Context: an optimization exercise on an open-source flow, tuned for small area. The choices shown serve that exercise and are no tape-out recipe. The RTL was checked by simulation tests, not by an equivalence proof against the original design. Power is estimated from default activity; no workload was simulated.

// ad9637_datapath
module ad9637_datapath (
	input	wire			clk,
	input	wire			rst,			 
	input	wire			adc0_word_valid,	 
	input	wire	[47:0]	adc0_word,			 
	input	wire			adc1_word_valid,
	input	wire	[47:0]	adc1_word,
	input	wire	[15:0]	bit_order,
	input	wire	[15:0]	en_data_process,
	input	wire			en_trans,
	input	wire	[10:0]	add_times_cfg,
	input	wire			debug_choise,
	output	wire	[5:0]	led_data_show,
	input	wire			M_AXIS_tready,
	output	wire	[3:0]	M_AXIS_tkeep,
	output	wire			M_AXIS_tlast,
	output	wire			M_AXIS_tvalid,
	output	wire	[31:0]	M_AXIS_tdata,
	output	wire			M_AXIS_aresetn
);
	assign	led_data_show[5:0] = (debug_choise == 1'b1) ? adc1_word[5:0] : adc0_word[5:0];
	assign	M_AXIS_aresetn = ~rst;
	reg		[1:0]	phase;
	reg		[1:0]	pc;
	reg		[10:0]	add_times_copy0, add_times_copy1;
	wire	[1:0]	valid = {adc1_word_valid, adc0_word_valid};
	wire	[1:0]	first = ~phase;
	wire	[1:0]	rise  = valid & phase & {2{~rst}};
	wire	[1:0]	chg;
	assign	chg[0] = add_times_cfg != add_times_copy0;
	assign	chg[1] = add_times_cfg != add_times_copy1;
	always @(posedge clk) begin
		if (rst) begin
			phase <= 2'b00;
			pc <= 2'b11;
		end
		else begin
			phase <= phase ^ valid;
			pc <= pc & ~rise;
		end
		if (rst | rise[0])
			add_times_copy0 <= add_times_cfg;
		if (rst | rise[1])
			add_times_copy1 <= add_times_cfg;
	end
	wire	[95:0]	word = {adc1_word, adc0_word};
	wire	[191:0]	sample;
	wire	[367:0]	res_all;
	wire	[15:0]	res_ok;
	genvar	g;
	generate
		for (g = 0; g < 16; g = g + 1) begin: gen_ch
			Grar_Box_6b_2_12b GB(
				.clk		(clk),
				.rst		(rst),
				.ce			(first[g/8]),
				.rise		(rise[g/8]),
				.data_in	(word[g*6 +: 6]),
				.order		(bit_order[g]),
				.data_out	(sample[g*12 +: 12])
			);
			add_operation ACC(
				.rst		(rst),
				.clk		(clk),
				.ce			(rise[g/8]),
				.pc			(pc[g/8]),
				.chg		(chg[g/8]),
				.at_nz		(|add_times_cfg),
				.add_times	(add_times_cfg),
				.en			(en_data_process[g]),
				.data_in	(sample[g*12 +: 12]),
				.res		(res_all[g*23 +: 23]),
				.res_ok		(res_ok[g])
			);
  ...
export LEC_CHECK = 0
export CAP_MARGIN = 0
export CORE_MARGIN = 2
export CORE_UTILIZATION = 70
export CTS_CLUSTER_DIAMETER = 80
export CTS_CLUSTER_SIZE = 25
export GPL_TIMING_DRIVEN = 0
export PLACE_DENSITY = 0.78
export SETUP_SLACK_MARGIN = 0.03
export SLEW_MARGIN = 0
create_clock -name core_clock -period 5.0 [get_ports {clk}]
standard.sh (not shown) runs the stock make flow with config.mk's settings and CLKGATE_MAP_FILE= SYNTH_SCRIPT=/design/flow/synth_recipe.tcl, a recipe that flattens the netlist after the stock synthesis.
==> flow/flow/run.sh <==
#!/bin/bash
# Layout flow: the standard synthesis, then the combinational logic re-mapped
# for area by Yosys/ABC (flip-flops untouched), then the standard ORFS layout
# with the port buffers made from buf_2. Each tool's output goes to a log here.
set -euo pipefail
W=$PWD
R=$W/orfs/results/sky130hd/ad9637_datapath/base
BP="BUFFER_PORTS_ARGS=-buffer_cell sky130_fd_sc_hd__buf_1"
LIB=$FLOW_HOME/platforms/sky130hd/lib/sky130_fd_sc_hd__tt_025C_1v80.lib
bash standard.sh "$BP" synth > make_synth.log 2>&1
cp "$R/1_2_yosys.v" "$W/std_1_2_yosys.v"
sed -e "s#@LIB@#$LIB#g" -e "s#@IN@#$W/std_1_2_yosys.v#" -e "s#@OUT@#$W/remap_1_2_yosys.v#" \
    -e "s#@ABC@#$W/flow/area.abc#" flow/remap.ys > remap_run.ys
yosys -s remap_run.ys > yosys_remap.log 2>&1
cp "$W/remap_1_2_yosys.v" "$R/1_2_yosys.v"
rm -f "$R/1_synth.odb" "$R/1_synth.sdc"
bash standard.sh "$BP" finish > make_finish.log 2>&1
==> flow/flow/area.abc <==
strash
dch -f
amap
strash
dch -f
amap
strash
dch -f
amap
strash
dch -f
amap
strash
dch -f
amap
strash
dch -f
amap
strash
dch -f
amap
strash
dch -f
amap
strash
dch -f
amap
strash
dch -f
amap
strash
dch -f
amap
strash
dch -f
amap
strash
dch -f
amap
strash
dch -f
amap
strash
dch -f
amap
strash
dch -f
amap
topo
==> flow/flow/remap.ys <==
# Re-map the combinational logic of the standard synthesis for area. The
# flip-flops (and tie cells) stay as the standard synthesis made them, with
# the same instance names and cell types.
read_liberty -ignore_miss_func @LIB@
read_verilog @IN@
hierarchy -top ad9637_datapath
setattr -mod -set keep_hierarchy 1 sky130_fd_sc_hd__df* sky130_fd_sc_hd__edf* sky130_fd_sc_hd__conb_1
flatten
blackbox sky130_fd_sc_hd__*
opt_clean -purge
abc -liberty @LIB@ -script @ABC@ -dont_use *lpflow* -dont_use *probe*
opt_clean -purge
read_liberty -lib -ignore_redef @LIB@
hilomap -singleton -hicell sky130_fd_sc_hd__conb_1 HI -locell sky130_fd_sc_hd__conb_1 LO
splitnets
opt_clean -purge
check -assert
stat -liberty @LIB@
write_verilog -noattr -nohex -nodec @OUT@
Then changed:
- CAP_MARGIN: 0 -> 5
- CELL_PAD_IN_SITES_DETAIL_PLACEMENT: default -> 0
- CELL_PAD_IN_SITES_GLOBAL_PLACEMENT: default -> 0
- SLEW_MARGIN: 0 -> 5
After rerunning: The new run completed with no timing, DRC or antenna violations. Register-to-register slack gets better by 0.22 ns. Total power stays flat. Utilization shrinks by 0.11 points. Design area barely changes. Die area does not change. Routed wire length went up by 0.46%. Synthesized cell count is unchanged.
Then changed:
- CAP_MARGIN: 5 -> 20
- CELL_PAD_IN_SITES_DETAIL_PLACEMENT: 0 -> default
- CELL_PAD_IN_SITES_GLOBAL_PLACEMENT: 0 -> default
- CORE_UTILIZATION: 70 -> 40
- PLACE_DENSITY: 0.78 -> default
- SLEW_MARGIN: 5 -> 20
The changed run ran to the end with no violations.
Count of clock-buffer cells in the layout fell by 9.
Clock skew rose by 0.0094 ns.
Total power is higher by about 7%.
Worst hold slack degrades by 0.0038 ns.
Sequential share of layout area is lower by 1.8 points.
Die area grows by about 70%.
Combinational power hardly moves.
Final area grows by 3.4%.
Then changed:
- CAP_MARGIN: 20 -> 5
- CORE_UTILIZATION: 40 -> 70
- PLACE_DENSITY: default -> 0.78
- SLEW_MARGIN: 20 -> 5
What happened:
- die area came out lower by 42%
- core utilization came out higher by 32 points
- clock-buffer cell count came out higher by 9
- final area came out lower by 3.3%
- sequential power stays flat
- setup slack is better by 0.015 ns
- first-iteration DRC count came out higher by 24%
Then changed:
--- a/flow/flow/run.sh
+++ b/flow/flow/run.sh
@@ -7,3 +7,3 @@
 R=$W/orfs/results/sky130hd/ad9637_datapath/base
-BP="BUFFER_PORTS_ARGS=-buffer_cell sky130_fd_sc_hd__buf_1"
+BP="BUFFER_PORTS_ARGS=-buffer_cell sky130_fd_sc_hd__buf_2"
 LIB=$FLOW_HOME/platforms/sky130hd/lib/sky130_fd_sc_hd__tt_025C_1v80.lib
- CAP_MARGIN: 5 -> 20
- CORE_UTILIZATION: 70 -> 40
- CTS_BUF_LIST: default -> sky130_fd_sc_hd__clkbuf_8
- CTS_CLUSTER_DIAMETER: 80 -> 50
- CTS_CLUSTER_SIZE: 25 -> 14
- PLACE_DENSITY: 0.78 -> default
- SETUP_SLACK_MARGIN: 0.03 -> 0.1
- SLEW_MARGIN: 5 -> 20
Effect:
- routed wire length went up by 8.5%
- utilization is lower by 31 points
- design area grows by 4.8%
- non-clock buffer count goes up by 18

[port drivers added, routing unchanged]
The flow's constraints put no driver on any port. The routed layouts listed below were extracted and timed again, unchanged, in two steps. Step 1 (the two cells are an assumption about what drives the block):
set clk [get_ports {clk}]
set_driving_cell -lib_cell sky130_fd_sc_hd__clkbuf_16 $clk
set_driving_cell -lib_cell sky130_fd_sc_hd__buf_2 [delete_from_list [all_inputs] $clk]
Step 2 times the ports against the registers' clock, not the clock port: input delays grow and output delays shrink by t, the midpoint of the rising clock arrivals with the driver on. Slacks: ideal / step 1 / step 2; pairs: ideal / step 1.
run | t, ns | setup WS [ns] | worst hold slack (ns) | worst setup path at the end | latest minus earliest clock arrival (ns)
the first run | 0.752 | 0.244 / 0.288 / -0.464 | 0.391 / 0.391 / 0.391 | input to register | 0.036 / 0.036
the second run | 0.758 | 0.249 / 0.304 / -0.453 | 0.394 / 0.389 / 0.394 | input to register | 0.035 / 0.035
the third run | 0.760 | 0.234 / 0.282 / -0.479 | 0.390 / 0.390 / 0.390 | input to register | 0.039 / 0.039
the fourth run | 0.758 | 0.249 / 0.304 / -0.453 | 0.394 / 0.389 / 0.394 | input to register | 0.035 / 0.035
the fifth run | 0.980 | 0.305 / 0.346 / -0.634 | 0.190 / 0.142 / 0.394 | input to register | 0.058 / 0.058
With both steps, setup timing fails in every run listed, where it was met with ideal ports. The setup slack of the fifth run, which loses most, moves by +0.041 ns with the drivers and by -0.939 ns with both steps.
